Background: an optimization exercise with open tools, aiming at small area. Do not read the settings as production practice. The RTL was checked by simulation tests, not by an equivalence proof against the original design. Power and IR drop assume default switching activity.

## Inverter_25Hz
module Inverter_25Hz(CLK_50M,DEV_CLRn,
                     R_PWM_LH_D,R_PWM_RH_D,
							I_PWM1_LL_D,I_PWM1_LH_D,I_PWM1_RL_D,I_PWM1_RH_D,
							I_PWM2_LL_D,I_PWM2_LH_D,I_PWM2_RL_D,I_PWM2_RH_D,
							BusOvp,IP_Ocp,InvOcp1,OP_Ovp1,InvOcp2,OP_Ovp2,
							Reset_D,CPLD1,
							OP_Rly1_D,OP_Rly2_D,OP_Scr1_D,OP_Scr2_D,
							COM1_IPF_C,COM2_IPF_C,COM1_OUT_D,COM2_OUT_D,
							R_PWM_LH_C,R_PWM_RH_C,
							I_PWM1_LL_C,I_PWM1_LH_C,I_PWM1_RL_C,I_PWM1_RH_C,
							I_PWM2_LL_C,I_PWM2_LH_C,I_PWM2_RL_C,I_PWM2_RH_C,
							BusOvp_D,IP_Ocp_D,InvOcp1_D,OP_Ovp1_D,InvOcp2_D,OP_Ovp2_D,
							CPLD2,CPLD_Data,
							EN1_4245,EN2_4245,
							OP_Rly1_C,OP_Rly2_C,OP_Scr1_C,OP_Scr2_C,
							COM1_IPF_D,COM2_IPF_D,COM1_OUT_C,COM2_OUT_C,
							LED1,LED2,LED3,LED4,LED5,LED6);
input CLK_50M,DEV_CLRn;
input R_PWM_LH_D,R_PWM_RH_D;
input I_PWM1_LL_D,I_PWM1_LH_D,I_PWM1_RL_D,I_PWM1_RH_D;
input I_PWM2_LL_D,I_PWM2_LH_D,I_PWM2_RL_D,I_PWM2_RH_D;
input BusOvp,IP_Ocp,InvOcp1,OP_Ovp1,InvOcp2,OP_Ovp2;
input Reset_D;
input CPLD1;
input OP_Rly1_D,OP_Rly2_D,OP_Scr1_D,OP_Scr2_D;
input COM1_IPF_C,COM2_IPF_C,COM1_OUT_D,COM2_OUT_D;
output R_PWM_LH_C,R_PWM_RH_C;
output I_PWM1_LL_C,I_PWM1_LH_C,I_PWM1_RL_C,I_PWM1_RH_C;
output I_PWM2_LL_C,I_PWM2_LH_C,I_PWM2_RL_C,I_PWM2_RH_C;
output BusOvp_D,IP_Ocp_D,InvOcp1_D,OP_Ovp1_D,InvOcp2_D,OP_Ovp2_D;
output CPLD2,CPLD_Data;
output EN1_4245,EN2_4245;
  ...
For scale: ~220 flip-flops, about 62 I/O pins, roughly 6700 um^2 of cells after synthesis.
Settings: LEC_CHECK=0, CAP_MARGIN=20, CORE_MARGIN=2, CORE_UTILIZATION=80, PLACE_DENSITY=0.9, SLEW_MARGIN=20; clock period 10.0 ns.
standard.sh (not shown) runs the stock make flow with config.mk's settings and CLKGATE_MAP_FILE= SYNTH_SCRIPT=/design/flow/synth_recipe.tcl, a recipe that flattens the netlist after the stock synthesis.
==> flow/flow/run.sh <==
#!/bin/bash
# Standard ORFS layout (bash standard.sh) with changes made through ORFS's own knobs:
#  - port buffers are buf_1 cells;
#  - CTS uses clkbuf_4 leaf clusters of up to 16 sinks and no dummy loads;
#  - after floorplan, logic cells that synthesis sized up are set back to drive 1.
# standard.sh's make output goes to standard.log; each step's log is under orfs/logs/.
set -euo pipefail
export BUFFER_PORTS_ARGS="-buffer_cell sky130_fd_sc_hd__buf_1"
export CTS_ARGS="-sink_clustering_enable -repair_clock_nets -dont_use_dummy_load -buf_list sky130_fd_sc_hd__clkbuf_4 -root_buf sky130_fd_sc_hd__clkbuf_8 -sink_clustering_size 10 -sink_clustering_max_diameter 50"
export POST_FLOORPLAN_TCL="$PWD/flow/downsize.tcl"
bash standard.sh > standard.log 2>&1
==> flow/flow/downsize.tcl <==
# Hook run after floorplan (POST_FLOORPLAN_TCL): synthesis sizes some logic cells up for
# fanout; put every combinational cell back to its drive-1 variant. Flip-flops and clock
# cells are left alone. The resizer's later repair_design fixes any slew or cap it needs.
set n 0
foreach inst [[ord::get_db_block] getInsts] {
  set m [[$inst getMaster] getName]
  if {![regexp {^sky130_fd_sc_hd__(\w+)_(\d+)$} $m -> base drv]} { continue }
  if {$drv <= 1} { continue }
  if {[regexp {^(df|edf|sdf|dl|clk|conb|tap|fill|decap)} $base]} { continue }
  set new "sky130_fd_sc_hd__${base}_1"
  if {[get_lib_cells -quiet $new] eq ""} { continue }
  replace_cell [$inst getName] $new
  incr n
}
puts "downsize.tcl: $n cells set to drive 1"
The starting point completed with no timing, DRC or antenna violations.
==> next run, changes <==
- CAP_MARGIN: 20 -> 0
- CORE_UTILIZATION: 80 -> 70
- PLACE_DENSITY: 0.9 -> 0.8
- SLEW_MARGIN: 20 -> 0
Effect: The changed run passed the timing, DRC and antenna checks. Global-route usage is lower by 6.2 points. Setup slack gains 0.13 ns. Clock-buffer cell count does not change. Routed wire length is lower by roughly a tenth. Via count is lower by a few percent.

Setup of run A:
Inverter_25Hz, a different RTL version from the one above (not shown whole).
Size: about 630 cells after synthesis, ~62 I/O pins, about 6400 um2 of cells after synthesis.
export LEC_CHECK = 0
export CAP_MARGIN = 0
export CORE_MARGIN = 2
export CORE_UTILIZATION = 70
export PLACE_DENSITY = 0.8
export SLEW_MARGIN = 0
create_clock -name core_clock -period 10.0 [get_ports {CLK_50M}]
==> flow/flow/run.sh <==
#!/bin/bash
# The standard layout (standard.sh) with these changes, made through ORFS's own knobs:
#  - synthesis runs flow/synth.tcl: synth_recipe.tcl with abc mapping for area (flow/abc_area.script);
#  - port buffers are buf_1 cells;
#  - CTS uses only clkbuf_4 cells, leaf clusters of up to 11 sinks, and no dummy loads;
#  - after floorplan, logic cells that synthesis sized up are set back to drive 1.
# The make output goes to standard.log; each step's log is under orfs/logs/.
set -euo pipefail
export BUFFER_PORTS_ARGS="-buffer_cell sky130_fd_sc_hd__buf_1"
export CTS_ARGS="-sink_clustering_enable -repair_clock_nets -dont_use_dummy_load -buf_list sky130_fd_sc_hd__clkbuf_4 -root_buf sky130_fd_sc_hd__clkbuf_4 -sink_clustering_size 11 -sink_clustering_max_diameter 45"
export POST_FLOORPLAN_TCL="$PWD/flow/downsize.tcl"
export MY_ABC_SCRIPT="$PWD/flow/abc_area.script"
sed "s#SYNTH_SCRIPT=[^ ]*#SYNTH_SCRIPT=$PWD/flow/synth.tcl #" standard.sh > own_standard.sh
grep -q "SYNTH_SCRIPT=$PWD/flow/synth.tcl" own_standard.sh
bash own_standard.sh > standard.log 2>&1
==> flow/flow/abc_area.script <==
strash
dch
amap
topo
==> flow/flow/synth.tcl <==
# synth_recipe.tcl (the standard synthesis script) with one change: every abc call maps
# with abc_area.script (area mapping, no buffering or sizing) instead of ORFS's speed script.
# abc only maps the combinational logic; the registers come from the same steps as before.
proc synth {args} { yosys synth -nofsm -noshare {*}$args }
proc abc {args} {
  set i [lsearch -exact $args -script]
  if {$i >= 0} { set args [lreplace $args $i [expr {$i + 1}] -script $::env(MY_ABC_SCRIPT)] }
  yosys abc {*}$args
}
source $::env(SCRIPTS_DIR)/synth.tcl
# left out here: clear keep_hierarchy, flatten, clean up, hide names made inside functions, write 1_2_yosys.v
Scripts as last shown in full above: flow/flow/downsize.tcl
Run A: all stages complete, timing, DRC and antenna checks passed
### run A -> run B
==> flow/flow/run.sh <==
#!/bin/bash
# Standard ORFS layout (bash standard.sh) with changes made through ORFS's own knobs:
#  - port buffers are buf_1 cells;
#  - CTS uses only clkbuf_4 cells, leaf clusters of up to 11 sinks, and no dummy loads;
#  - after floorplan, logic cells that synthesis sized up are set back to drive 1.
# standard.sh's make output goes to standard.log; each step's log is under orfs/logs/.
set -euo pipefail
export BUFFER_PORTS_ARGS="-buffer_cell sky130_fd_sc_hd__buf_1"
export CTS_ARGS="-sink_clustering_enable -repair_clock_nets -dont_use_dummy_load -buf_list sky130_fd_sc_hd__clkbuf_4 -root_buf sky130_fd_sc_hd__clkbuf_4 -sink_clustering_size 11 -sink_clustering_max_diameter 45"
export POST_FLOORPLAN_TCL="$PWD/flow/downsize.tcl"
bash standard.sh > standard.log 2>&1
removed: flow/flow/abc_area.script
removed: flow/flow/synth.tcl
[summary]
- Run B — area added between synthesis and finish 2.1 points lower, run A as reference
- Compared with run A, in run B first-pass GRT wire length saw a decrease; critical path depth saw a decrease; headroom to the max-slew limit saw a decrease.
--- input diff run B..run C ---
--- a/flow/flow/run.sh
+++ b/flow/flow/run.sh
@@ -1,3 +1,4 @@
 #!/bin/bash
-# Standard ORFS layout (bash standard.sh) with changes made through ORFS's own knobs:
+# The standard layout (standard.sh) with these changes, made through ORFS's own knobs:
+#  - synthesis runs flow/synth.tcl: synth_recipe.tcl with abc mapping for area (flow/abc_area.script);
 #  - port buffers are buf_1 cells;
@@ -5,3 +6,3 @@
 #  - after floorplan, logic cells that synthesis sized up are set back to drive 1.
-# standard.sh's make output goes to standard.log; each step's log is under orfs/logs/.
+# The make output goes to standard.log; each step's log is under orfs/logs/.
 set -euo pipefail
@@ -10,2 +11,5 @@
 export POST_FLOORPLAN_TCL="$PWD/flow/downsize.tcl"
-bash standard.sh > standard.log 2>&1
+export MY_ABC_SCRIPT="$PWD/flow/abc_area.script"
+sed "s#SYNTH_SCRIPT=[^ ]*#SYNTH_SCRIPT=$PWD/flow/synth.tcl #" standard.sh > own_standard.sh
+grep -q "SYNTH_SCRIPT=$PWD/flow/synth.tcl" own_standard.sh
+bash own_standard.sh > standard.log 2>&1
==> flow/flow/abc_area.script (new file) <==
strash
dch
map -a
topo
==> flow/flow/synth.tcl (new file) <==
# synth_recipe.tcl (the standard synthesis script) with one change: every abc call maps
# with abc_area.script (area mapping, no buffering or sizing) instead of ORFS's speed script.
# abc only maps the combinational logic; the registers come from the same steps as before.
proc synth {args} { yosys synth -nofsm -noshare {*}$args }
proc abc {args} {
  set i [lsearch -exact $args -script]
  if {$i >= 0} { set args [lreplace $args $i [expr {$i + 1}] -script $::env(MY_ABC_SCRIPT)] }
  yosys abc {*}$args
}
source $::env(SCRIPTS_DIR)/synth.tcl
# left out here: clear keep_hierarchy, flatten, clean up, hide names made inside functions, write 1_2_yosys.v
==> run notes <==
- Of the two candidates, run B has the worse remaining max-slew budget at the tightest pin and run C the better one.
- Number of global-route vias before repair (higher): run C
- The logic gate share of total power was comparable across run B and run C.
- Between run B and run C, share of cell area taken by multi-input logic gates is lower for run C, run B comes in above that.
- The destination of the critical timing path comes out I_PWM1_LH_C in one run and I_PWM2_RH_C in the other, namely in run C and run B respectively.
- Diff run B -> run C | number of vias after detailed routing | up by a few percent
- Cell count after placement went up by a few percent going from run B to run C.
- When run C is measured against run B, its global-route wire length before repair turns out about 2% higher.
- Run C vs. run B: fraction of the yosys area taken by sequential cells rose 1.8 points, area of the die fell about 2.5%.
- There was hardly any difference in clock power between run B and run C.

==> static timing again, ports no longer ideal <==
No port has a modelled driver above. Below, the same layouts with a new extraction and two added sets of constraints.
Step 1 assumes that a clkbuf_16 drives the clock port and a buf_2 every other input.
Step 2 moves the port delays by t, midway between the first and last clock arrival at a register: inputs arrive t later, outputs are due t later. That takes back most of the time a late clock gives input paths.
Slacks: ideal ports / drivers / drivers and shift; pairs: ideal ports / drivers.
run	shift t [ns]	setup slack, ns	worst setup path at the end
the first run of note 1	0.522	5.119 / 5.093 / 5.093	input to output
the second run of note 1	0.515	5.253 / 5.228 / 5.228	input to output
run A	0.601	5.181 / 5.150 / 5.254	input to output
run B	0.597	5.174 / 5.130 / 5.130	input to output
run C	0.608	5.286 / 5.263 / 5.263	input to output
After both steps every run listed still meets setup and hold. For run B, which loses most, drivers alone change the setup slack by -0.044 ns; drivers and shift together by -0.044 ns.
